This design comes from an exercise in tuning for small area, a short achievable clock period and few clock cycles per item on the open sky130 flow, not from production work. In this exercise RTL edits were held to simulation tests only and were not proved equivalent to the original.

v54:
// cordic_final
module cordic_final (
    input  wire        clk,
    input  wire        rst_n,
    input  wire        start,
    input  wire [31:0] x_in,
    input  wire        func_select,
    output wire        busy,
    output reg         done,
    output wire [32:0] result
);
For scale: about 860 flip-flops, about 0.045 mm^2 of cells after synthesis.
export LEC_CHECK = 0
export CAP_MARGIN = 20
export CORE_MARGIN = 2
export CORE_UTILIZATION = 40
export SLEW_MARGIN = 20
create_clock -name core_clock -period 12.0 [get_ports {clk}]
standard.sh (not shown) runs the stock make flow with config.mk's settings and CLKGATE_MAP_FILE= SYNTH_SCRIPT=/design/flow/synth_recipe.tcl, a recipe that flattens the netlist after the stock synthesis.
==> flow/flow/run.sh <==
#!/bin/bash
set -euo pipefail
bash standard.sh SETUP_SLACK_MARGIN=8.5 finish > standard_flow.log 2>&1
Testbench counts of v54, summed over its fixed seeds: cycles 2,176, items 2,048.
The following lists how v53 was set up differently from v54:
==> flow/flow/run.sh <==
#!/bin/bash
set -euo pipefail
bash standard.sh SETUP_SLACK_MARGIN=8.35 finish > standard_flow.log 2>&1
Notes after the runs:
~same count of fill cells added during filler insertion in v54 and v53
Highest fanout seen on the critical path on v53 is up relative to v54.
For v5, these inputs were changed with respect to v53:
# v53
export LEC_CHECK = 0
export CAP_MARGIN = 20
export CORE_MARGIN = 2
export CORE_UTILIZATION = 40
export SLEW_MARGIN = 20
create_clock -name core_clock -period 12.0 [get_ports {clk}]
# v5
export LEC_CHECK = 0
export CAP_MARGIN = 20
export CORE_MARGIN = 2
export CORE_UTILIZATION = 70
export CTS_CLUSTER_DIAMETER = 80
export CTS_CLUSTER_SIZE = 28
export SLEW_MARGIN = 20
create_clock -name core_clock -period 12.0 [get_ports {clk}]
==> flow/flow/run.sh <==
#!/bin/bash
set -euo pipefail
bash standard.sh SETUP_SLACK_MARGIN=8.2 finish > standard_flow.log 2>&1
Notes after the runs:
- The global-route wire length before repair of v5 falls short of that of v53 by about 4.7%.
- v5 ends up with a fraction of the cycle the final worst path needs that is 0.73 points higher than in v53.
- When v5 is set beside v53, its per-cell routed wire length turns out to be 0.95 um larger.
- Of v53 and v5, v53 shows the lower worst hold slack, with v5 above it.
- v5 ended with less area share of buffers outside the clock network than v53.
Here is what was changed in the inputs of v6 compared with v5.
# v5
export LEC_CHECK = 0
export CAP_MARGIN = 20
export CORE_MARGIN = 2
export CORE_UTILIZATION = 70
export CTS_CLUSTER_DIAMETER = 80
export CTS_CLUSTER_SIZE = 28
export SLEW_MARGIN = 20
create_clock -name core_clock -period 12.0 [get_ports {clk}]
# v6
export LEC_CHECK = 0
export CAP_MARGIN = 20
export CORE_MARGIN = 2
export CORE_UTILIZATION = 55
export CTS_CLUSTER_DIAMETER = 80
export CTS_CLUSTER_SIZE = 28
export SLEW_MARGIN = 20
create_clock -name core_clock -period 12.0 [get_ports {clk}]
## What came out
On count of multi-input combinational gates, v5 and v6 are neck and neck. | global-route usage | lower: v6 |. v6 against v5: setup slack moved up; met2 track utilization from global routing shrank by 7.1 points. From v5 to v6, maximum number of pins on one net before global-route repair did not move at all. Register area essentially unchanged between v5 and v6. Compared with v5, v6 shows sequential portion of the cell area lower by 0.27 points.

---

Another version of the RTL of cordic_final (not shown whole).
Size in the first run: roughly 770 flip-flops, roughly 71 I/O pins.
Settings: LEC_CHECK=0, CAP_MARGIN=20, CORE_MARGIN=2, CORE_UTILIZATION=40, CTS_CLUSTER_DIAMETER=80, CTS_CLUSTER_SIZE=22, SLEW_MARGIN=20; clock period 12.0 ns.
==> flow/flow/run.sh <==
#!/bin/bash
set -euo pipefail
bash standard.sh SETUP_SLACK_MARGIN=8.65 finish > standard_flow.log 2>&1
The first run completed with no timing, DRC or antenna violations.
Testbench counts at the start, summed over its fixed seeds: cycles 2,168, items 2,048.
Next try:
- CTS_BUF_LIST: unset -> sky130_fd_sc_hd__clkbuf_8 sky130_fd_sc_hd__clkbuf_16
=> Final cell count is unchanged; flip-flop and latch count is unchanged; non-clock buffer count stays the same; global-route usage is unchanged; final area does not change; utilization is unchanged; register-to-register slack is about the same; setup slack is about the same; hold slack is about the same.

---

## rev 12
RTL: one of the versions met above, not the one the previous note started from.
Size: ~860 flip-flops, roughly 71 I/O pins.
export LEC_CHECK = 0
export CAP_MARGIN = 20
export CORE_MARGIN = 2
export CORE_UTILIZATION = 40
export CTS_CLUSTER_DIAMETER = 80
export CTS_CLUSTER_SIZE = 28
export SLEW_MARGIN = 20
create_clock -name core_clock -period 12.0 [get_ports {clk}]
==> flow/flow/run.sh <==
#!/bin/bash
set -euo pipefail
bash standard.sh SETUP_SLACK_MARGIN=8.2 finish > standard_flow.log 2>&1
Rev 12: PASS, flow complete, no timing, DRC or antenna violations
Testbench counts of rev 12, summed over its fixed seeds: cycles 2,176, items 2,048.
The inputs of rev 13 differ from those of rev 12 as listed below.
# rev 12
export LEC_CHECK = 0
export CAP_MARGIN = 20
export CORE_MARGIN = 2
export CORE_UTILIZATION = 40
export CTS_CLUSTER_DIAMETER = 80
export CTS_CLUSTER_SIZE = 28
export SLEW_MARGIN = 20
create_clock -name core_clock -period 12.0 [get_ports {clk}]
# rev 13
export LEC_CHECK = 0
export CAP_MARGIN = 20
export CORE_MARGIN = 2
export CORE_UTILIZATION = 40
export SLEW_MARGIN = 20
create_clock -name core_clock -period 12.0 [get_ports {clk}]
Notes after the runs:
- Compared rev 13 vs rev 12, and design area is up in rev 13.
- Comparing rev 13 and rev 12, the higher detailed route wirelength on metal3 is on rev 13.
- Number of fill cells shrinks slightly when moving from rev 12 to rev 13.
- From rev 12 to rev 13 the numbers moved as follows: clock skew level; smallest setup slack after layout moved up; non-clock buffer count moved up.
- Post-detailed-route wirelength per cell came out higher on rev 13 than on rev 12.

static timing again, ports no longer ideal:
How much do the figures lean on ideal ports? The routed layouts below were timed once more, with nothing changed but the port constraints. Step 1 assumes that a clkbuf_16 drives the clock port and a buf_2 every other input. Step 2 times the ports against the registers' clock, not the clock port: input delays grow and output delays shrink by t, the midpoint of the rising clock arrivals with the driver on. a / b / c = ideal ports / drivers / drivers and shift; a / b = the first two.
| run | shift t [ns] | slack for setup (ns) | worst register clock-pin slew, ns | cell pins on the clock port's net |
|---|---|---|---|---|
| v54 | 0.703 | 8.311 / 8.252 / 8.186 | 0.07 / 0.07 | 1 |
| v53 | 0.704 | 8.323 / 8.261 / 8.189 | 0.07 / 0.07 | 1 |
| v5 | 0.660 | 8.236 / 8.170 / 8.144 | 0.10 / 0.10 | 1 |
| v6 | 0.673 | 8.269 / 8.205 / 8.084 | 0.10 / 0.10 | 1 |
| the first run of note 2 | 0.665 | 8.492 / 8.430 / 8.094 | 0.09 / 0.09 | 1 |
| the second run of note 2 | 0.665 | 8.492 / 8.430 / 8.094 | 0.09 / 0.09 | 1 |
| rev 12 | 0.672 | 8.265 / 8.204 / 8.171 | 0.10 / 0.10 | 1 |
| rev 13 | 0.712 | 8.311 / 8.249 / 8.156 | 0.07 / 0.07 | 1 |
After both steps setup and hold are still met in every run listed.
